This design comes from an exercise in tuning for small area, a short achievable clock period and few clock cycles per item on the open sky130 flow, not from production work.
No functional check of the RTL was part of any run shown here.
Power is estimated from default activity; no workload was simulated.

==> flow/design.v (outline; a module is shown in full before it is edited, if it fits) <==
// module top_module: 2089 lines
// module fa_cell: 4 lines
// module dec_cell: 5 lines
// module sel_cell: 3 lines
// module xnor_cell: 3 lines
// module or_cell: 3 lines
module top_module(clk, reset, INIT, READY, DONE,
                  input_ram_en, input_ram_addr, input_ram_data,
                  filter_rom_en, filter_rom_addr, filter_rom_data,
                  conv_valid, conv_out);
  // ...
==> flow/flow/run.sh <==
#!/bin/bash
# Layout flow: the standard ORFS flow (standard.sh), with these changes:
#  - port buffers: at the start of global placement, flow/pre_gpl.tcl removes the
#    synthesis buffers (as the standard flow does there) and puts a
#    sky130_fd_sc_hd__buf_4 on every input port and a sky130_fd_sc_hd__buf_1 on every
#    output port, in place of the standard buffer_ports call; they are kept through
#    the step's own remove_buffers and released for timing repair by
#    flow/post_gpl.tcl;
#  - clock tree synthesis arguments: -sink_clustering_enable -repair_clock_nets -dont_use_dummy_load -buf_list sky130_fd_sc_hd__clkbuf_8 -sink_clustering_size 15 -sink_clustering_max_diameter 60
# The whole make output goes to flow_make.log in the work folder; ORFS also keeps
# each step's own log under orfs/logs/.
set -euo pipefail
export CTS_ARGS="-sink_clustering_enable -repair_clock_nets -dont_use_dummy_load -buf_list sky130_fd_sc_hd__clkbuf_8 -sink_clustering_size 15 -sink_clustering_max_diameter 60"
bash standard.sh "DONT_BUFFER_PORTS=1" "PRE_GLOBAL_PLACE_TCL=$PWD/flow/pre_gpl.tcl" "POST_GLOBAL_PLACE_TCL=$PWD/flow/post_gpl.tcl" "CTS_ARGS=$CTS_ARGS" finish > flow_make.log 2>&1
==> flow/flow/post_gpl.tcl <==
# Let timing repair resize the port buffers again.
unset_dont_touch [get_cells {input* output*}]
==> flow/flow/pre_gpl.tcl <==
# Buffer every input and output port (the standard flow's buffer_ports, with chosen cells).
remove_buffers
buffer_ports -inputs -buffer_cell sky130_fd_sc_hd__buf_4
buffer_ports -outputs -buffer_cell sky130_fd_sc_hd__buf_1
set_dont_touch [get_cells {input* output*}]
puts "port buffers: [llength [get_cells {input* output*}]]"
==> flow/standard.sh <==
#!/bin/bash
# synth_recipe.tcl (not shown) runs the flow's synth.tcl, then flattens the netlist and writes it again
# the make line also repeats each setting of config.mk as NAME=value (left out here)
make -C /OpenROAD-flow-scripts/flow DESIGN_CONFIG=/design/flow/config.mk WORK_HOME=/design/flow/orfs CLKGATE_MAP_FILE= SYNTH_SCRIPT=/design/flow/synth_recipe.tcl "${@:-finish}"
==> flow/config.mk <==
export PLATFORM = sky130hd
export DESIGN_NAME = top_module
export DESIGN_NICKNAME = top_module
export VERILOG_FILES = /design/flow/design.v
export SDC_FILE = /design/flow/constraint.sdc
export NUM_CORES = 4
export LEC_CHECK = 0
export CAP_MARGIN = 20
export CORE_MARGIN = 2
export CORE_UTILIZATION = 35
export PLACE_DENSITY = 0.5
export SETUP_SLACK_MARGIN = 3.5
export SLEW_MARGIN = 20
export SYNTH_HIERARCHICAL = 1
export SYNTH_MINIMUM_KEEP_SIZE = 0
==> flow/constraint.sdc <==
create_clock -name core_clock -period 6.0 [get_ports {clk}]
set_input_delay 1.2000 -clock core_clock [delete_from_list [all_inputs] [get_ports {clk}]]
set_output_delay 1.2000 -clock core_clock [all_outputs]
set_load 0.01 [all_outputs]
==> impl_metrics.xml, run 1 <==
<?xml version="1.0" encoding="UTF-8"?>
<metrics>
  <group name="die">
    <metric name="die_area" unit="µm²">55100</metric>
    <metric name="placementRows" unit="">84</metric>
    <metric name="floorplan.die.height" unit="µm">235</metric>
    <metric name="std_cell_core_area" unit="µm²">52600</metric>
  </group>
  <group name="critical_path">
    <metric name="cp_data_arrival_time" unit="ps">3570</metric>
    <metric name="critical_path.startpoint_type" unit="">input pin</metric>
    <metric name="worst_path_largest_cell_delay" unit="ps">900</metric>
  </group>
  <group name="synthesis">
    <metric name="synth_area" unit="µm²">18600</metric>
    <metric name="combinational_family_with_the_most_area_after_synthesis" unit="">adder cells</metric>
    <metric name="synthDominantCellAreaShare" unit="%">37.9</metric>
    <metric name="synth_area_leader_cell" unit="">sky130_fd_sc_hd__dfxtp_1</metric>
    <metric name="post_synth_main_area_contributors" unit="">sky130_fd_sc_hd__dfxtp_1 (38%), sky130_fd_sc_hd__fa_1 (29%), sky130_fd_sc_hd__a222oi_1 (14%), sky130_fd_sc_hd__ha_1 (3.6%), sky130_fd_sc_hd__xnor2_1 (1.8%)</metric>
    <metric name="asyncSetResetFlopFracSynth" unit="%">0</metric>
    <metric name="synth_mux_area_share" unit="%">0.114</metric>
    <metric name="average_size_of_a_mapped_cell" unit="µm²">13.4</metric>
    <metric name="synth_cell_type_count" unit="">53</metric>
  </group>
  <group name="placement">
    <metric name="detailedPlace.worstSlack" unit="ps">2350</metric>
    <metric name="placement.cell_area" unit="µm²">20900</metric>
  </group>
  <group name="drt">
    <metric name="route.met3.wl" unit="mm">6.39</metric>
    <metric name="detail_route.drc_violations" unit="">0</metric>
    <metric name="drt-wirelength-per-cell" unit="µm">29.6</metric>
    <metric name="ant_nets" unit="">0</metric>
  </group>
  <group name="min_path">
    <metric name="hold_class" unit="">reg2reg</metric>
    <metric name="timing.hold.worst_endpoint" unit="">k3_1090</metric>
  </group>
  <group name="timing">
    <metric name="setup_slack" unit="ps">3020</metric>
    <metric name="finalCritPeriodShare" unit="%">49.6</metric>
    <metric name="period_needed" unit="ps">2980</metric>
  </group>
  <group name="status">
    <metric name="status" unit="">no timing/DRC/antenna violations</metric>
  </group>
  <group name="power">
    <metric name="p_sw_share" unit="%">41.0</metric>
    <metric name="power.density_cell_area" unit="nW/µm²">489</metric>
    <metric name="leakagePower" unit="nW">8.24</metric>
  </group>
  <group name="finish">
    <metric name="drive_gt1_share" unit="%">28.7</metric>
    <metric name="flow.area_growth_from_synthesis" unit="%">22.6</metric>
    <metric name="area_dominant_class" unit="">multi-input gates</metric>
  </group>
</metrics>
==> module sel_cell, before the edit <==
module sel_cell(input s1, input s2, input s3, input a, input b, input c, output y);
assign y = ~((s1 & a) | (s2 & b) | (s3 & c));
endmodule
==> run 2: changes to the inputs <==
--- a/flow/design.v
+++ b/flow/design.v
@@ -1047,3 +1047,3 @@
 sel_cell u_p11 (.s1(d1), .s2(d2), .s3(d3), .a(f_q[7]), .b(f_q[15]), .c(fab_q[7]), .y(p11));
-assign p12 = ~(d3 & fab_q[8]);
+assign p12 = d3 & fab_q[8];
 dec_cell u_d13 (.a(input_ram_data[1]), .b(input_ram_data[9]), .s1(d13), .s2(d14), .s3(d15));
@@ -1057,3 +1057,3 @@
 sel_cell u_p23 (.s1(d13), .s2(d14), .s3(d15), .a(f_q[7]), .b(f_q[15]), .c(fab_q[7]), .y(p23));
-assign p24 = ~(d15 & fab_q[8]);
+assign p24 = d15 & fab_q[8];
 dec_cell u_d25 (.a(input_ram_data[2]), .b(input_ram_data[10]), .s1(d25), .s2(d26), .s3(d27));
@@ -1067,3 +1067,3 @@
 sel_cell u_p35 (.s1(d25), .s2(d26), .s3(d27), .a(f_q[7]), .b(f_q[15]), .c(fab_q[7]), .y(p35));
-assign p36 = ~(d27 & fab_q[8]);
+assign p36 = d27 & fab_q[8];
 dec_cell u_d37 (.a(input_ram_data[3]), .b(input_ram_data[11]), .s1(d37), .s2(d38), .s3(d39));
@@ -1077,3 +1077,3 @@
 sel_cell u_p47 (.s1(d37), .s2(d38), .s3(d39), .a(f_q[7]), .b(f_q[15]), .c(fab_q[7]), .y(p47));
-assign p48 = ~(d39 & fab_q[8]);
+assign p48 = d39 & fab_q[8];
 dec_cell u_d49 (.a(input_ram_data[4]), .b(input_ram_data[12]), .s1(d49), .s2(d50), .s3(d51));
@@ -1087,3 +1087,3 @@
 sel_cell u_p59 (.s1(d49), .s2(d50), .s3(d51), .a(f_q[7]), .b(f_q[15]), .c(fab_q[7]), .y(p59));
-assign p60 = ~(d51 & fab_q[8]);
+assign p60 = d51 & fab_q[8];
 dec_cell u_d61 (.a(input_ram_data[5]), .b(input_ram_data[13]), .s1(d61), .s2(d62), .s3(d63));
@@ -1097,3 +1097,3 @@
 sel_cell u_p71 (.s1(d61), .s2(d62), .s3(d63), .a(f_q[7]), .b(f_q[15]), .c(fab_q[7]), .y(p71));
-assign p72 = ~(d63 & fab_q[8]);
+assign p72 = d63 & fab_q[8];
 dec_cell u_d73 (.a(input_ram_data[6]), .b(input_ram_data[14]), .s1(d73), .s2(d74), .s3(d75));
@@ -1107,3 +1107,3 @@
 sel_cell u_p83 (.s1(d73), .s2(d74), .s3(d75), .a(f_q[7]), .b(f_q[15]), .c(fab_q[7]), .y(p83));
-assign p84 = ~(d75 & fab_q[8]);
+assign p84 = d75 & fab_q[8];
 dec_cell u_d85 (.a(input_ram_data[7]), .b(input_ram_data[15]), .s1(d85), .s2(d86), .s3(d87));
@@ -1117,3 +1117,3 @@
 sel_cell u_p95 (.s1(d85), .s2(d86), .s3(d87), .a(f_q[7]), .b(f_q[15]), .c(fab_q[7]), .y(p95));
-assign p96 = ~(d87 & fab_q[8]);
+assign p96 = d87 & fab_q[8];
 dec_cell u_d97 (.a(input_ram_data[16]), .b(input_ram_data[24]), .s1(d97), .s2(d98), .s3(d99));
@@ -1127,3 +1127,3 @@
 sel_cell u_p107 (.s1(d97), .s2(d98), .s3(d99), .a(f_q[23]), .b(f_q[31]), .c(fab_q[16]), .y(p107));
-assign p108 = ~(d99 & fab_q[17]);
+assign p108 = d99 & fab_q[17];
 dec_cell u_d109 (.a(input_ram_data[17]), .b(input_ram_data[25]), .s1(d109), .s2(d110), .s3(d111));
@@ -1137,3 +1137,3 @@
 sel_cell u_p119 (.s1(d109), .s2(d110), .s3(d111), .a(f_q[23]), .b(f_q[31]), .c(fab_q[16]), .y(p119));
-assign p120 = ~(d111 & fab_q[17]);
+assign p120 = d111 & fab_q[17];
 dec_cell u_d121 (.a(input_ram_data[18]), .b(input_ram_data[26]), .s1(d121), .s2(d122), .s3(d123));
@@ -1147,3 +1147,3 @@
 sel_cell u_p131 (.s1(d121), .s2(d122), .s3(d123), .a(f_q[23]), .b(f_q[31]), .c(fab_q[16]), .y(p131));
-assign p132 = ~(d123 & fab_q[17]);
+assign p132 = d123 & fab_q[17];
 dec_cell u_d133 (.a(input_ram_data[19]), .b(input_ram_data[27]), .s1(d133), .s2(d134), .s3(d135));
@@ -1157,3 +1157,3 @@
 sel_cell u_p143 (.s1(d133), .s2(d134), .s3(d135), .a(f_q[23]), .b(f_q[31]), .c(fab_q[16]), .y(p143));
-assign p144 = ~(d135 & fab_q[17]);
+assign p144 = d135 & fab_q[17];
 dec_cell u_d145 (.a(input_ram_data[20]), .b(input_ram_data[28]), .s1(d145), .s2(d146), .s3(d147));
@@ -1167,3 +1167,3 @@
 sel_cell u_p155 (.s1(d145), .s2(d146), .s3(d147), .a(f_q[23]), .b(f_q[31]), .c(fab_q[16]), .y(p155));
-assign p156 = ~(d147 & fab_q[17]);
+assign p156 = d147 & fab_q[17];
 dec_cell u_d157 (.a(input_ram_data[21]), .b(input_ram_data[29]), .s1(d157), .s2(d158), .s3(d159));
@@ -1177,3 +1177,3 @@
 sel_cell u_p167 (.s1(d157), .s2(d158), .s3(d159), .a(f_q[23]), .b(f_q[31]), .c(fab_q[16]), .y(p167));
-assign p168 = ~(d159 & fab_q[17]);
+assign p168 = d159 & fab_q[17];
 dec_cell u_d169 (.a(input_ram_data[22]), .b(input_ram_data[30]), .s1(d169), .s2(d170), .s3(d171));
@@ -1187,3 +1187,3 @@
 sel_cell u_p179 (.s1(d169), .s2(d170), .s3(d171), .a(f_q[23]), .b(f_q[31]), .c(fab_q[16]), .y(p179));
-assign p180 = ~(d171 & fab_q[17]);
+assign p180 = d171 & fab_q[17];
 dec_cell u_d181 (.a(input_ram_data[23]), .b(input_ram_data[31]), .s1(d181), .s2(d182), .s3(d183));
@@ -1197,3 +1197,3 @@
 sel_cell u_p191 (.s1(d181), .s2(d182), .s3(d183), .a(f_q[23]), .b(f_q[31]), .c(fab_q[16]), .y(p191));
-assign p192 = ~(d183 & fab_q[17]);
+assign p192 = d183 & fab_q[17];
 dec_cell u_d193 (.a(input_ram_data[32]), .b(input_ram_data[40]), .s1(d193), .s2(d194), .s3(d195));
@@ -1207,3 +1207,3 @@
 sel_cell u_p203 (.s1(d193), .s2(d194), .s3(d195), .a(f_q[39]), .b(f_q[47]), .c(fab_q[25]), .y(p203));
-assign p204 = ~(d195 & fab_q[26]);
+assign p204 = d195 & fab_q[26];
 dec_cell u_d205 (.a(input_ram_data[33]), .b(input_ram_data[41]), .s1(d205), .s2(d206), .s3(d207));
@@ -1217,3 +1217,3 @@
 sel_cell u_p215 (.s1(d205), .s2(d206), .s3(d207), .a(f_q[39]), .b(f_q[47]), .c(fab_q[25]), .y(p215));
-assign p216 = ~(d207 & fab_q[26]);
+assign p216 = d207 & fab_q[26];
 dec_cell u_d217 (.a(input_ram_data[34]), .b(input_ram_data[42]), .s1(d217), .s2(d218), .s3(d219));
@@ -1227,3 +1227,3 @@
 sel_cell u_p227 (.s1(d217), .s2(d218), .s3(d219), .a(f_q[39]), .b(f_q[47]), .c(fab_q[25]), .y(p227));
-assign p228 = ~(d219 & fab_q[26]);
+assign p228 = d219 & fab_q[26];
 dec_cell u_d229 (.a(input_ram_data[35]), .b(input_ram_data[43]), .s1(d229), .s2(d230), .s3(d231));
@@ -1237,3 +1237,3 @@
 sel_cell u_p239 (.s1(d229), .s2(d230), .s3(d231), .a(f_q[39]), .b(f_q[47]), .c(fab_q[25]), .y(p239));
-assign p240 = ~(d231 & fab_q[26]);
+assign p240 = d231 & fab_q[26];
 dec_cell u_d241 (.a(input_ram_data[36]), .b(input_ram_data[44]), .s1(d241), .s2(d242), .s3(d243));
@@ -1247,3 +1247,3 @@
 sel_cell u_p251 (.s1(d241), .s2(d242), .s3(d243), .a(f_q[39]), .b(f_q[47]), .c(fab_q[25]), .y(p251));
-assign p252 = ~(d243 & fab_q[26]);
+assign p252 = d243 & fab_q[26];
 dec_cell u_d253 (.a(input_ram_data[37]), .b(input_ram_data[45]), .s1(d253), .s2(d254), .s3(d255));
@@ -1257,3 +1257,3 @@
 sel_cell u_p263 (.s1(d253), .s2(d254), .s3(d255), .a(f_q[39]), .b(f_q[47]), .c(fab_q[25]), .y(p263));
-assign p264 = ~(d255 & fab_q[26]);
+assign p264 = d255 & fab_q[26];
 dec_cell u_d265 (.a(input_ram_data[38]), .b(input_ram_data[46]), .s1(d265), .s2(d266), .s3(d267));
@@ -1267,3 +1267,3 @@
 sel_cell u_p275 (.s1(d265), .s2(d266), .s3(d267), .a(f_q[39]), .b(f_q[47]), .c(fab_q[25]), .y(p275));
-assign p276 = ~(d267 & fab_q[26]);
+assign p276 = d267 & fab_q[26];
 dec_cell u_d277 (.a(input_ram_data[39]), .b(input_ram_data[47]), .s1(d277), .s2(d278), .s3(d279));
@@ -1277,3 +1277,3 @@
 sel_cell u_p287 (.s1(d277), .s2(d278), .s3(d279), .a(f_q[39]), .b(f_q[47]), .c(fab_q[25]), .y(p287));
-assign p288 = ~(d279 & fab_q[26]);
+assign p288 = d279 & fab_q[26];
 dec_cell u_d289 (.a(input_ram_data[48]), .b(input_ram_data[56]), .s1(d289), .s2(d290), .s3(d291));
@@ -1287,3 +1287,3 @@
 sel_cell u_p299 (.s1(d289), .s2(d290), .s3(d291), .a(f_q[55]), .b(f_q[63]), .c(fab_q[34]), .y(p299));
-assign p300 = ~(d291 & fab_q[35]);
+assign p300 = d291 & fab_q[35];
 dec_cell u_d301 (.a(input_ram_data[49]), .b(input_ram_data[57]), .s1(d301), .s2(d302), .s3(d303));
@@ -1297,3 +1297,3 @@
 sel_cell u_p311 (.s1(d301), .s2(d302), .s3(d303), .a(f_q[55]), .b(f_q[63]), .c(fab_q[34]), .y(p311));
-assign p312 = ~(d303 & fab_q[35]);
+assign p312 = d303 & fab_q[35];
 dec_cell u_d313 (.a(input_ram_data[50]), .b(input_ram_data[58]), .s1(d313), .s2(d314), .s3(d315));
@@ -1307,3 +1307,3 @@
 sel_cell u_p323 (.s1(d313), .s2(d314), .s3(d315), .a(f_q[55]), .b(f_q[63]), .c(fab_q[34]), .y(p323));
-assign p324 = ~(d315 & fab_q[35]);
+assign p324 = d315 & fab_q[35];
 dec_cell u_d325 (.a(input_ram_data[51]), .b(input_ram_data[59]), .s1(d325), .s2(d326), .s3(d327));
@@ -1317,3 +1317,3 @@
 sel_cell u_p335 (.s1(d325), .s2(d326), .s3(d327), .a(f_q[55]), .b(f_q[63]), .c(fab_q[34]), .y(p335));
-assign p336 = ~(d327 & fab_q[35]);
+assign p336 = d327 & fab_q[35];
 dec_cell u_d337 (.a(input_ram_data[52]), .b(input_ram_data[60]), .s1(d337), .s2(d338), .s3(d339));
@@ -1327,3 +1327,3 @@
 sel_cell u_p347 (.s1(d337), .s2(d338), .s3(d339), .a(f_q[55]), .b(f_q[63]), .c(fab_q[34]), .y(p347));
-assign p348 = ~(d339 & fab_q[35]);
+assign p348 = d339 & fab_q[35];
 dec_cell u_d349 (.a(input_ram_data[53]), .b(input_ram_data[61]), .s1(d349), .s2(d350), .s3(d351));
@@ -1337,3 +1337,3 @@
 sel_cell u_p359 (.s1(d349), .s2(d350), .s3(d351), .a(f_q[55]), .b(f_q[63]), .c(fab_q[34]), .y(p359));
-assign p360 = ~(d351 & fab_q[35]);
+assign p360 = d351 & fab_q[35];
 dec_cell u_d361 (.a(input_ram_data[54]), .b(input_ram_data[62]), .s1(d361), .s2(d362), .s3(d363));
@@ -1347,3 +1347,3 @@
 sel_cell u_p371 (.s1(d361), .s2(d362), .s3(d363), .a(f_q[55]), .b(f_q[63]), .c(fab_q[34]), .y(p371));
-assign p372 = ~(d363 & fab_q[35]);
+assign p372 = d363 & fab_q[35];
 dec_cell u_d373 (.a(input_ram_data[55]), .b(input_ram_data[63]), .s1(d373), .s2(d374), .s3(d375));
@@ -1357,3 +1357,3 @@
 sel_cell u_p383 (.s1(d373), .s2(d374), .s3(d375), .a(f_q[55]), .b(f_q[63]), .c(fab_q[34]), .y(p383));
-assign p384 = ~(d375 & fab_q[35]);
+assign p384 = d375 & fab_q[35];
 fa_cell u_s385 (.a(p100), .b(p196), .c(p292), .s(s385), .co(c386));
@@ -1619,44 +1619,34 @@
 fa_cell u_s1086 (.a(k2_1050), .b(k2_1051), .c(k2_1052), .s(s1086), .co(c1087));
-assign a1115 = ~(acc[0] & g_q[0]);
-assign a1116 = ~(acc[1] & g_q[0]);
-assign a1117 = ~(acc[2] & g_q[0]);
-assign a1118 = ~(acc[3] & g_q[0]);
-assign a1119 = ~(acc[4] & g_q[0]);
-assign a1120 = ~(acc[5] & g_q[0]);
-assign a1121 = ~(acc[6] & g_q[0]);
-assign a1122 = ~(acc[7] & g_q[0]);
-assign a1123 = ~(acc[8] & g_q[0]);
-assign a1124 = ~(acc[9] & g_q[0]);
-assign a1125 = ~(acc[10] & g_q[0]);
-assign a1126 = ~(acc[11] & g_q[0]);
-assign a1127 = ~(acc[12] & g_q[0]);
-assign a1128 = ~(acc[13] & g_q[0]);
-assign a1129 = ~(acc[14] & g_q[0]);
-assign a1130 = ~(acc[15] & g_q[0]);
-assign a1131 = ~(acc[16] & g_q[0]);
-assign a1132 = ~(acc[17] & g_q[0]);
-assign a1133 = ~(acc[18] & g_q[0]);
-assign a1134 = ~(acc[19] & g_q[0]);
-xnor_cell u_s1135 (.a(k3_1088), .b(k3_1089), .y(s1135));
-or_cell u_c1136 (.a(k3_1088), .b(k3_1089), .y(c1136));
-xnor_cell u_s1137 (.a(k3_1090), .b(a1116), .y(s1137));
-or_cell u_c1138 (.a(k3_1090), .b(a1116), .y(c1138));
+assign a1115 = acc[0] & g_q[0];
+assign a1116 = acc[1] & g_q[0];
+assign a1117 = acc[2] & g_q[0];
+assign a1118 = acc[3] & g_q[0];
+assign a1119 = acc[4] & g_q[0];
+assign a1120 = acc[5] & g_q[0];
+assign a1121 = acc[6] & g_q[0];
+assign a1122 = acc[7] & g_q[0];
+assign a1123 = acc[8] & g_q[0];
+assign a1124 = acc[9] & g_q[0];
+assign a1125 = acc[10] & g_q[0];
+assign a1126 = acc[11] & g_q[0];
+assign a1127 = acc[12] & g_q[0];
+assign a1128 = acc[13] & g_q[0];
+assign a1129 = acc[14] & g_q[0];
+assign a1130 = acc[15] & g_q[0];
+assign a1131 = acc[16] & g_q[0];
+assign a1132 = acc[17] & g_q[0];
+assign a1133 = acc[18] & g_q[0];
+assign a1134 = acc[19] & g_q[0];
+ha_cell u_s1135 (.a(k3_1088), .b(k3_1089), .s(s1135), .co(c1136));
+ha_cell u_s1137 (.a(k3_1090), .b(a1116), .s(s1137), .co(c1138));
 fa_cell u_s1139 (.a(k3_1091), .b(k3_1092), .c(a1117), .s(s1139), .co(c1140));
-xnor_cell u_s1141 (.a(k3_1093), .b(a1118), .y(s1141));
-or_cell u_c1142 (.a(k3_1093), .b(a1118), .y(c1142));
-xnor_cell u_s1143 (.a(k3_1094), .b(a1119), .y(s1143));
-or_cell u_c1144 (.a(k3_1094), .b(a1119), .y(c1144));
-xnor_cell u_s1145 (.a(k3_1095), .b(a1120), .y(s1145));
-or_cell u_c1146 (.a(k3_1095), .b(a1120), .y(c1146));
-xnor_cell u_s1147 (.a(k3_1096), .b(a1121), .y(s1147));
-or_cell u_c1148 (.a(k3_1096), .b(a1121), .y(c1148));
-xnor_cell u_s1149 (.a(k3_1097), .b(a1122), .y(s1149));
-or_cell u_c1150 (.a(k3_1097), .b(a1122), .y(c1150));
-xnor_cell u_s1151 (.a(k3_1098), .b(a1123), .y(s1151));
-or_cell u_c1152 (.a(k3_1098), .b(a1123), .y(c1152));
-xnor_cell u_s1153 (.a(k3_1099), .b(a1124), .y(s1153));
-or_cell u_c1154 (.a(k3_1099), .b(a1124), .y(c1154));
+ha_cell u_s1141 (.a(k3_1093), .b(a1118), .s(s1141), .co(c1142));
+ha_cell u_s1143 (.a(k3_1094), .b(a1119), .s(s1143), .co(c1144));
+ha_cell u_s1145 (.a(k3_1095), .b(a1120), .s(s1145), .co(c1146));
+ha_cell u_s1147 (.a(k3_1096), .b(a1121), .s(s1147), .co(c1148));
+ha_cell u_s1149 (.a(k3_1097), .b(a1122), .s(s1149), .co(c1150));
+ha_cell u_s1151 (.a(k3_1098), .b(a1123), .s(s1151), .co(c1152));
+ha_cell u_s1153 (.a(k3_1099), .b(a1124), .s(s1153), .co(c1154));
 fa_cell u_s1155 (.a(k3_1100), .b(k3_1101), .c(a1125), .s(s1155), .co(c1156));
-xnor_cell u_s1157 (.a(k3_1102), .b(a1126), .y(s1157));
-or_cell u_c1158 (.a(k3_1102), .b(a1126), .y(c1158));
+ha_cell u_s1157 (.a(k3_1102), .b(a1126), .s(s1157), .co(c1158));
 fa_cell u_s1159 (.a(k3_1103), .b(k3_1104), .c(a1127), .s(s1159), .co(c1160));
@@ -2086,3 +2076,3 @@
 always @(posedge clk)
-    acc <= ~({a1134, a1133, s1169, s1167, s1165, s1163, s1161, s1159, s1157, s1155, s1153, s1151, s1149, s1147, s1145, s1143, s1141, s1139, s1137, s1135} + {1'b1, c1170, c1168, c1166, c1164, c1162, c1160, c1158, c1156, c1154, c1152, c1150, c1148, c1146, c1144, c1142, c1140, c1138, c1136, a1115} + 20'd1);
+    acc <= {a1134, a1133, s1169, s1167, s1165, s1163, s1161, s1159, s1157, s1155, s1153, s1151, s1149, s1147, s1145, s1143, s1141, s1139, s1137, s1135} + {1'b0, c1170, c1168, c1166, c1164, c1162, c1160, c1158, c1156, c1154, c1152, c1150, c1148, c1146, c1144, c1142, c1140, c1138, c1136, a1115};
 assign conv_out = acc;
@@ -2099,3 +2089,7 @@
 module sel_cell(input s1, input s2, input s3, input a, input b, input c, output y);
-assign y = ~((s1 & a) | (s2 & b) | (s3 & c));
+assign y = (s1 & a) | (s2 & b) | (s3 & c);
+endmodule
+module ha_cell(input a, input b, output s, output co);
+assign s = a ^ b;
+assign co = a & b;
 endmodule
--- a/flow/config.mk
+++ b/flow/config.mk
@@ -9,4 +9,4 @@
 export CORE_MARGIN = 2
-export CORE_UTILIZATION = 35
-export PLACE_DENSITY = 0.5
+export CORE_UTILIZATION = 30
+export PLACE_DENSITY = 0.45
 export SETUP_SLACK_MARGIN = 3.5
==> run 2 against run 1 <==
Against the previous run: hold slack about the same; critical path type unchanged; still clean on timing, DRC and antenna; critical endpoint is now k1_706; clock-buffer cell count unchanged; core utilization down 6.5 points; power down 6.3%; largest cell class unchanged.
==> impl_metrics.xml, run 2 <==
<?xml version="1.0" encoding="UTF-8"?>
<metrics>
  <group name="synthesis">
    <metric name="synth_cell_type_count" unit="">48</metric>
    <metric name="synth_flop_cell" unit="">sky130_fd_sc_hd__dfxtp_1</metric>
    <metric name="seq_area_frac_synth" unit="%">36.1</metric>
    <metric name="synth_area" unit="µm²">19600</metric>
    <metric name="synthDominantCellAreaShare" unit="%">36.1</metric>
    <metric name="average_size_of_a_mapped_cell" unit="µm²">12.0</metric>
    <metric name="synth_area_leader_cell" unit="">sky130_fd_sc_hd__dfxtp_1</metric>
    <metric name="synth_cells" unit="">1626</metric>
    <metric name="asyncSetResetFlopFracSynth" unit="%">0</metric>
    <metric name="synth.most_common_cell" unit="">sky130_fd_sc_hd__dfxtp_1</metric>
    <metric name="yosysWarningCount" unit="">7</metric>
    <metric name="post_synth_main_area_contributors" unit="">sky130_fd_sc_hd__dfxtp_1 (36%), sky130_fd_sc_hd__fa_1 (28%), sky130_fd_sc_hd__a222oi_1 (13%), sky130_fd_sc_hd__inv_1 (5.1%), sky130_fd_sc_hd__ha_1 (4.1%)</metric>
    <metric name="synth_edf_count" unit="">0</metric>
    <metric name="ys_seq_elements" unit="">353</metric>
    <metric name="synth.net_count" unit="">2095</metric>
    <metric name="synth.top_cells.by_count" unit="">sky130_fd_sc_hd__dfxtp_1 (353), sky130_fd_sc_hd__fa_1 (274), sky130_fd_sc_hd__inv_1 (268)</metric>
  </group>
  <group name="drt">
    <metric name="postRouteWirelength" unit="mm">68.8</metric>
    <metric name="avgViaCountPerCell" unit="">5.33</metric>
    <metric name="detail_route.drc_violations" unit="">0</metric>
    <metric name="ant_nets" unit="">0</metric>
    <metric name="detailedRoute.firstIterationViolations" unit="">3114</metric>
    <metric name="number_of_search_and_repair_iterations_in_the_first_detailed_routing_pass" unit="">15</metric>
    <metric name="drt-wirelength-per-cell" unit="µm">25.2</metric>
    <metric name="vias" unit="">14535</metric>
  </group>
  <group name="finish">
    <metric name="flow.area_growth_from_synthesis" unit="%">21.5</metric>
    <metric name="fin_cells" unit="">2726</metric>
    <metric name="largest_registers" unit="">f_q (64), fab_q (36), acc (20)</metric>
    <metric name="num-nets-final" unit="">2340</metric>
    <metric name="utilization" unit="%">36.9</metric>
    <metric name="final_cell_mix" unit="">sky130_fd_sc_hd__dfxtp_1 (346), sky130_fd_sc_hd__inv_1 (261), sky130_fd_sc_hd__a222oi_1 (256)</metric>
    <metric name="most_common_library_cell_in_the_layout_ignoring_fill_and_taps" unit="">sky130_fd_sc_hd__dfxtp_1</metric>
    <metric name="max_ffs_per_register" unit="">64</metric>
    <metric name="registers.top_by_ff_count" unit="">f_q</metric>
    <metric name="drive_gt1_share" unit="%">27.0</metric>
  </group>
  <group name="timing">
    <metric name="final.setup.tns" unit="ps">0</metric>
    <metric name="worst_slew_margin_rel" unit="%">43.2</metric>
    <metric name="finalCritPeriodShare" unit="%">46.6</metric>
    <metric name="final.setup_skew" unit="ps">76.8</metric>
    <metric name="setup_viol" unit="">0</metric>
    <metric name="worst_slew_pin_slew" unit="ps">851</metric>
    <metric name="fmax" unit="GHz">0.358</metric>
    <metric name="maxSlewViolCount" unit="">0</metric>
    <metric name="finalHoldViolCount" unit="">0</metric>
    <metric name="grt_setup_unrepaired" unit="">true</metric>
    <metric name="period_needed" unit="ps">2790</metric>
  </group>
  <group name="power">
    <metric name="max_vdd_drop" unit="mV">0.221</metric>
    <metric name="leakagePower" unit="nW">10.6</metric>
    <metric name="power.density_cell_area" unit="nW/µm²">439</metric>
  </group>
  <group name="die">
    <metric name="initial_utilization" unit="%">30.4</metric>
    <metric name="floorplan.die.height" unit="µm">260</metric>
    <metric name="die_area" unit="µm²">67300</metric>
    <metric name="std_cell_core_area" unit="µm²">64500</metric>
    <metric name="placementRows" unit="">93</metric>
    <metric name="chipWidth" unit="µm">260</metric>
    <metric name="boundaryPins" unit="">167</metric>
  </group>
  <group name="global_routing">
    <metric name="grt-ovfl-total" unit="">0</metric>
    <metric name="global_route.usage.total" unit="%">20.3</metric>
    <metric name="grt_first_pass_wirelength" unit="mm">101</metric>
    <metric name="number_of_antenna_violations_at_the_first_check_in_global_routing" unit="">2</metric>
    <metric name="grt_start_max_net_pins" unit="">16</metric>
    <metric name="first_global_vias" unit="">15345</metric>
  </group>
  <group name="min_path">
    <metric name="worst_hold_path.num_cells" unit="">0</metric>
    <metric name="hold_class" unit="">reg2reg</metric>
    <metric name="timing.hold.worst_endpoint" unit="">k3_1090</metric>
    <metric name="min-delay-start" unit="">k2_1015</metric>
  </group>
  <group name="critical_path">
    <metric name="cp_data_arrival_time" unit="ps">3310</metric>
    <metric name="reg2reg_slack" unit="ps">3450</metric>
    <metric name="required" unit="ps">6510</metric>
    <metric name="path_class" unit="">in2reg</metric>
    <metric name="crit_chain" unit="">buf_6 -&gt; nor2b_4 -&gt; buf_4 -&gt; a222oi_1 -&gt; inv_1 -&gt; fa_1 -&gt; fa_2</metric>
    <metric name="worst_r2r_startpoint" unit="">g_q</metric>
    <metric name="timing.critical_path.to_type" unit="">flop</metric>
    <metric name="cp_max_fo" unit="">4</metric>
    <metric name="critical_path.startpoint_type" unit="">input pin</metric>
    <metric name="rr_endpoint" unit="">acc[12]</metric>
    <metric name="worst_path_largest_cell_delay" unit="ps">770</metric>
    <metric name="r2r_depth" unit="">11</metric>
    <metric name="slowest_stage" unit="">sky130_fd_sc_hd__fa_1</metric>
  </group>
  <group name="placement">
    <metric name="place_inst" unit="">2638</metric>
    <metric name="port_buffers" unit="">166</metric>
    <metric name="estimated_wirelength_of_the_detail_placed_design" unit="mm">54.4</metric>
  </group>
  <group name="clocking">
    <metric name="cts_buffers" unit="">38</metric>
    <metric name="latest_clock_arrival_within_the_worst_skew_pair" unit="ps">630</metric>
    <metric name="cts_tree" unit="">yes</metric>
    <metric name="clk_pin_slew" unit="ps">90</metric>
    <metric name="cts_hold_buf" unit="">0</metric>
    <metric name="clk_root_buffer_cell" unit="">sky130_fd_sc_hd__clkbuf_8</metric>
    <metric name="clk_path_buf_depth" unit="">3</metric>
    <metric name="clock_sink_count" unit="">353</metric>
    <metric name="cts_max_level" unit="">2</metric>
  </group>
  <group name="status">
    <metric name="status" unit="">no timing/DRC/antenna violations</metric>
  </group>
  <group name="job">
    <metric name="timing.max_cap.violations" unit="">0</metric>
  </group>
</metrics>
==> run 2: cell types whose count changed in the layout (fill, tap and decap cells not counted), moves of 20 or more <==
cell | previous run | this run
sky130_fd_sc_hd__and2_1 | 12 | 58
sky130_fd_sc_hd__buf_6 | 43 | 23
sky130_fd_sc_hd__fa_1 | 217 | 158
sky130_fd_sc_hd__inv_1 | 7 | 261
sky130_fd_sc_hd__nand2_1 | 58 | 28
sky130_fd_sc_hd__fa_2 | 57 | 116
==> run 2: cells by family after synthesis <==
family          after synthesis  share of synthesized area (%)
fa+ha+maj                   338                           32.1
simple gates                264                           8.13
compound gates              349                           16.4
buf+inv                     277                           5.31
xor+xnor                     45                           2.01
flops                       353                           36.1
==> run 2: per-module statistics from Yosys (local to each module, per instance) <==
module / copies in the design / area [µm²] / flops+latches / cells inside
ha_cell: 10 / 12.5 / 0 / 1
fa_cell: 269 / 20.0 / 0 / 1
top_module: 1 / 9830 / 353 / 739
dec_cell: 32 / 22.5 / 0 / 3
sel_cell: 256 / 13.8 / 0 / 2
==> run 2: worst max-delay path, delay by kind of cell <==
family / cells / cell delay [ps]
compound gates: 1 / 340
fa+ha+maj: 2 / 1280
buf+inv: 3 / 340
simple gates: 1 / 130
==> run 2: worst max-delay path by stage <==
stage | startpoint | end | slack (ps) | depth (start not counted)
2_1_floorplan | input_ram_data[34] | k1_706 | 3140 | 5
3_3_place_gp | input_ram_data[27] | k1_705 | 2350 | 6
4_1_cts | input_ram_data[27] | k1_705 | 3240 | 6
6_report | input_ram_data[34] | k1_706 | 3210 | 7
3_5_place_dp | input_ram_data[27] | k1_705 | 2350 | 6
5_1_grt | input_ram_data[9] | k1_691 | 3260 | 6
==> run 2: layout make-up <==
type / instances / area [µm²]
fillers: 6380 / 40700
multi-input cells: 998 / 12500
flip-flops and latches: 353 / 7080
repair buffers: 212 / 1640
well taps: 855 / 1070
inverters: 268 / 1010
clock buffers: 38 / 523
diodes: 2 / 5.00
==> run 2: metrics by stage <==
stage	hold slack, ps	total power, mW	cell area (µm²)	setup slack (ps)
after floorplan	310	6.70	20100	3140
after global placement	312	8.74	22200	2350
after detailed placement	312	8.79	22200	2350
after CTS	333	10.5	23300	3240
after global routing	336	11.5	23800	3260
final	330	10.5	23800	3210
==> run 2: what timing repair did <==
item	CTS	global route
cloned	0	2
buffers inserted	29	17
pin swaps	104	110
setup endpoints to repair	73	91
resized for setup	99	91
==> run 2: routing by layer <==
layer	track usage (%)	vias to the layer above	routed length (µm)
met5	0	-	0
li1	-	6371	-
met4	5.78	0	2250
met2	34.7	746	33300
met3	4.35	128	5350
met1	25.8	7290	28000
==> run 2: report_power, final <==
part | total [mW] | internal (mW) | switching (mW)
clock network | 1.38 | 0.564 | 0.812
logic | 5.29 | 2.50 | 2.79
registers | 3.80 | 3.21 | 0.587
total | 10.5 | 6.27 | 4.19

[re-timing with driven ports]
The results above use ideal ports. As a check the final layouts listed here were re-extracted and re-timed, cells and wires unchanged.
Step 1, drivers: a clkbuf_16 drives clk and a buf_2 each remaining input, both assumed.
Step 2 moves the port delays by t, midway between the first and last clock arrival at a register: inputs arrive t later, outputs are due t later. That takes back most of the time a late clock gives input paths.
a / b / c = no drivers / after step 1 / after step 2; a / b = the first two.
run | t, ns | setup WS [ns] | worst setup path at the end | cell pins on the clock port's net
run 1 | 0.658 | 3.024 / 3.047 / 2.389 | input to register | 1
run 2 | 0.652 | 3.206 / 3.233 / 2.581 | input to register | 1
After both steps setup and hold are still met in every run listed. For run 1, which loses most, drivers alone change the setup slack by +0.023 ns; drivers and shift together by -0.635 ns.
